From an optimization exercise on the open Yosys and OpenROAD flow, aimed at small area; shortcuts taken in it are not production practice. Power figures rest on the tool's default switching activity, not on a simulated workload.

## old
## reaction_main
module reaction_main(
  input clock, reset, start, stop, ave, ave2,
  output led,
  output [3:0] an,
  output a, b, c, d, e, f, g, dp
  );
reg dffstr1, dffstr2, dffstp1, dffstp2;
always @(posedge clock) begin
  dffstr1 <= start;
  dffstr2 <= dffstr1;
  dffstp1 <= stop;
  dffstp2 <= dffstp1;
end
wire db_start = ~dffstr1 & dffstr2;
wire db_stop  = ~dffstp1 & dffstp2;
reg q0, q1, q2;
reg [28:0] r;
localparam [28:0] TERM = 29'd500000000;
localparam [28:0] INIT = (TERM & 29'h1F000000) | (29'd6 << 20) | (29'd2 << 17)
                       | (29'd6 << 13) | (29'd6 << 9) | 29'd11;
localparam [28:0] SETM = INIT & ~(TERM + 29'd1);
localparam [28:0] CLRM = ~INIT & (TERM + 29'd1);
wire eq      = (r == TERM);
wire idle    = ~q0 & ~q1;
wire startng = q0 & ~q1;
wire run     = q1 & (q0 | ~q2);
wire shift   = idle & ~db_start;
wire load    = startng & eq;
wire [29:0] cy;
wire [7:0] gc;
assign gc[0] = startng | run;
genvar i, j;
generate for (j = 0; j < 8; j = j + 1) begin : grp
  if (j < 7) begin : skip
    assign gc[j+1] = gc[j] & (&r[4*j+3:4*j]);
  end
  assign cy[4*j] = gc[j];
  for (i = 4*j; i < 4*j+3 && i < 28; i = i + 1) begin : rip
  ...
For scale: ~280 cells after synthesis, roughly 54 flip-flops, ~19 I/O pins, roughly 2800 um2 of cells after synthesis.
==> module reaction_main, before the edit <==
module reaction_main(
  input clock, reset, start, stop, ave, ave2,
  output led,
  output [3:0] an,
  output a, b, c, d, e, f, g, dp
  );
reg dffstr1, dffstr2, dffstp1, dffstp2;
always @(posedge clock) begin
  dffstr1 <= start;
  dffstr2 <= dffstr1;
  dffstp1 <= stop;
  dffstp2 <= dffstp1;
end
wire db_start = ~dffstr1 & dffstr2;
wire db_stop  = ~dffstp1 & dffstp2;
reg q0, q1, q2;
reg [28:0] r;
localparam [28:0] TERM = 29'd500000000;
localparam [28:0] INIT = (TERM & 29'h1F000000) | (29'd6 << 20) | (29'd2 << 17)
                       | (29'd6 << 13) | (29'd6 << 9) | 29'd11;
localparam [28:0] SETM = INIT & ~(TERM + 29'd1);
localparam [28:0] CLRM = ~INIT & (TERM + 29'd1);
wire eq      = (r == TERM);
wire idle    = ~q0 & ~q1;
wire startng = q0 & ~q1;
wire run     = q1 & (q0 | ~q2);
wire shift   = idle & ~db_start;
wire load    = startng & eq;
wire [29:0] cy;
wire [7:0] gc;
assign gc[0] = startng | run;
genvar i, j;
generate for (j = 0; j < 8; j = j + 1) begin : grp
  if (j < 7) begin : skip
    assign gc[j+1] = gc[j] & (&r[4*j+3:4*j]);
  end
  assign cy[4*j] = gc[j];
  for (i = 4*j; i < 4*j+3 && i < 28; i = i + 1) begin : rip
    assign cy[i+1] = cy[i] & r[i];
  end
end endgenerate
assign cy[29] = cy[28] & r[28];
wire wt = q1 & cy[9];
wire w0 = q1 & cy[13];
wire w1 = q1 & cy[17];
wire w2 = q1 & cy[20];
wire w3 = q1 & cy[24];
wire [28:0] corr = {5'b0, 1'b0, w3, w3, 1'b0, 1'b0, w2, 1'b0,
                    1'b0, w1, w1, 1'b0, 1'b0, w0, w0, 1'b0,
                    5'b0, wt, 1'b0, wt, wt};
wire [28:0] inc = ((r ^ cy[28:0]) | corr | (SETM & {29{load}})) & ~(CLRM & {29{load}});
always @(posedge clock or posedge reset) begin
  if (reset) begin
    r  <= 29'hF;
    q0 <= 1'b0;
    q1 <= 1'b0;
    q2 <= 1'b0;
  end else begin
    r  <= shift ? {r[27:0], r[28] ^ r[26]} : inc;
    q0 <= ~q1 & (q0 | db_start);
    q1 <= q1 | (q0 & eq);
    q2 <= idle ? ave : (q1 ? (~q0 & (q2 | db_stop)) : q2);
  end
end
assign led = (q1 | (q0 & eq)) & ~db_stop;
muxer display (
  .clock(clock), .reset(reset),
  .digits(q1), .dash63(q0 ? q2 : ave),
  .d0(r[12:9]), .d1(r[16:13]), .d2(r[19:17]), .d3(r[23:20]),
  .a_m(a), .b_m(b), .c_m(c), .d_m(d), .e_m(e), .f_m(f), .g_m(g),
  .dp_m(dp), .an_m(an)
);
endmodule
clock: 6.0 ns
lec_check: 0
cap_margin: 20
core_margin: 2
core_utilization: 40
slew_margin: 20
post_floorplan_tcl: /design/flow/flow/downsize.tcl
buffer_ports_args: -buffer_cell sky130_fd_sc_hd__buf_1
cts_args: -sink_clustering_enable -repair_clock_nets -dont_use_dummy_load
standard.sh (not shown) runs the stock make flow with config.mk's settings and CLKGATE_MAP_FILE= SYNTH_SCRIPT=/design/flow/synth_recipe.tcl, a recipe that flattens the netlist after the stock synthesis.
==> flow/flow/run.sh <==
#!/bin/bash
# The standard layout (the standard.sh) with three changes:
#  - after floorplanning, each combinational cell that synthesis sized up is
#    swapped for the smallest cell of its family (flow/downsize.tcl); the
#    placement and CTS repair steps size up again where timing needs it;
#  - the port buffers are the smallest buffer cell (buf_1);
#  - clock tree synthesis adds no dummy loads.
# Each tool's output stays in the ORFS logs under orfs/logs; make's own
# output goes to standard.log.
set -e
echo "export POST_FLOORPLAN_TCL = $PWD/flow/downsize.tcl" >> config.mk
echo 'export BUFFER_PORTS_ARGS = -buffer_cell sky130_fd_sc_hd__buf_1' >> config.mk
echo 'export CTS_ARGS = -sink_clustering_enable -repair_clock_nets -dont_use_dummy_load' >> config.mk
bash standard.sh > standard.log 2>&1
==> flow/flow/downsize.tcl <==
# Swap each combinational standard cell for the smallest cell of its family
# (same function and pins, another drive strength).  Registers, clock
# cells, tie cells and physical cells keep theirs.  Later repair steps
# upsize again where timing, slew or capacitance need it.
proc ds_dont_use { name } {
  foreach pat $::env(DONT_USE_CELLS) {
    if { [string match $pat $name] } { return 1 }
  }
  return 0
}
set ds_db [ord::get_db]
set ds_count 0
set ds_saved 0
foreach ds_inst [[ord::get_db_block] getInsts] {
  set ds_master [$ds_inst getMaster]
  set ds_name [$ds_master getName]
  if { ![regexp {^(sky130_fd_sc_hd__)([a-z0-9]+)_([0-9]+)$} $ds_name -> ds_pfx ds_base ds_drv] } { continue }
  if { [regexp {^(df|edf|sdf|sedf|dl|tap|fill|decap|conb|clk|lpflow|probe|diode)} $ds_base] } { continue }
  set ds_best $ds_master
  foreach ds_d {0 1 2 3 4 6 8 12 16} {
    set ds_cand [$ds_db findMaster "${ds_pfx}${ds_base}_${ds_d}"]
    if { $ds_cand == "NULL" || $ds_cand == "" } { continue }
    if { [ds_dont_use [$ds_cand getName]] } { continue }
    if { [$ds_cand getWidth] < [$ds_best getWidth] } { set ds_best $ds_cand }
  }
  if { $ds_best != $ds_master } {
    set ds_saved [expr { $ds_saved + [$ds_master getWidth] - [$ds_best getWidth] }]
    $ds_inst swapMaster $ds_best
    incr ds_count
  }
}
puts "downsize: swapped $ds_count cells, width saved [expr { $ds_saved / 1000.0 }] um"
[inputs] new vs old
--- a/flow/design.v
+++ b/flow/design.v
@@ -105,22 +105,23 @@
 wire eq      = (r == TERM);
 wire idle    = ~q0 & ~q1;
 wire startng = q0 & ~q1;
 wire run     = q1 & (q0 | ~q2);
 wire shift   = idle & ~db_start;
 wire load    = startng & eq;
+localparam G = 15;
 wire [29:0] cy;
-wire [7:0] gc;
+wire [1:0] gc;
 assign gc[0] = startng | run;
 genvar i, j;
-generate for (j = 0; j < 8; j = j + 1) begin : grp
-  if (j < 7) begin : skip
-    assign gc[j+1] = gc[j] & (&r[4*j+3:4*j]);
+generate for (j = 0; j < 2; j = j + 1) begin : grp
+  if (j < 1) begin : skip
+    assign gc[j+1] = gc[j] & (&r[G*j+G-1:G*j]);
   end
-  assign cy[4*j] = gc[j];
-  for (i = 4*j; i < 4*j+3 && i < 28; i = i + 1) begin : rip
+  assign cy[G*j] = gc[j];
+  for (i = G*j; i < G*j+G-1 && i < 28; i = i + 1) begin : rip
     assign cy[i+1] = cy[i] & r[i];
   end
 end endgenerate
 assign cy[29] = cy[28] & r[28];
 wire wt = q1 & cy[9];
 wire w0 = q1 & cy[13];
==> comparison <==
new vs old: post-synthesis cell count down in new
In new, overall track demand over capacity in global routing is lower than in old.
Compared with old, in new layout-stage area growth over the synthesis result -2.5 points; total wire length after detailed routing went down about 4%; initial core utilization now sits lower.
Diff old and new: register fraction of the total cell area lower in old
From old to new the numbers moved as follows: xor and xnor fraction of the mapped netlist area fell by 1.5 points, share of synthesized cell area in and, or, nand and nor gates lower, non-clock buffer count -3, power lower, wire length of the first global-routing pass shows a reduction of 440 um.
Of new and old, it is new that has the lower post-synthesis compound-gate area fraction.
Comparing old and new, the lower critical path depth was measured on old.
On setup slack, the lower figure sits with new, not old.
No functional check of the RTL was part of any run of this note.

[separate check: timing with driven ports]
The results above use ideal ports. As a check the final layouts listed here were re-extracted and re-timed, cells and wires unchanged.
Step 1 sets driving cells, clkbuf_16 on the clock port and buf_2 on the other inputs (assumed; they add their load-dependent delay and slew).
Step 2 moves the port delays by t, midway between the first and last clock arrival at a register: inputs arrive t later, outputs are due t later. That takes back most of the time a late clock gives input paths.
Slacks: ideal / step 1 / step 2; pairs: ideal / step 1.
| run | t (ns) | setup WS [ns] | worst setup path after step 2 | clock arrival spread, ns | worst register clock-pin slew, ns |
|---|---|---|---|---|---|
| old | 0.325 | 2.426 / 2.398 / 2.455 | input to output | 0.017 / 0.017 | 0.09 / 0.09 |
| new | 0.331 | 1.647 / 1.647 / 1.647 | register to register | 0.015 / 0.015 | 0.10 / 0.10 |
After both steps setup and hold are still met in every run listed.
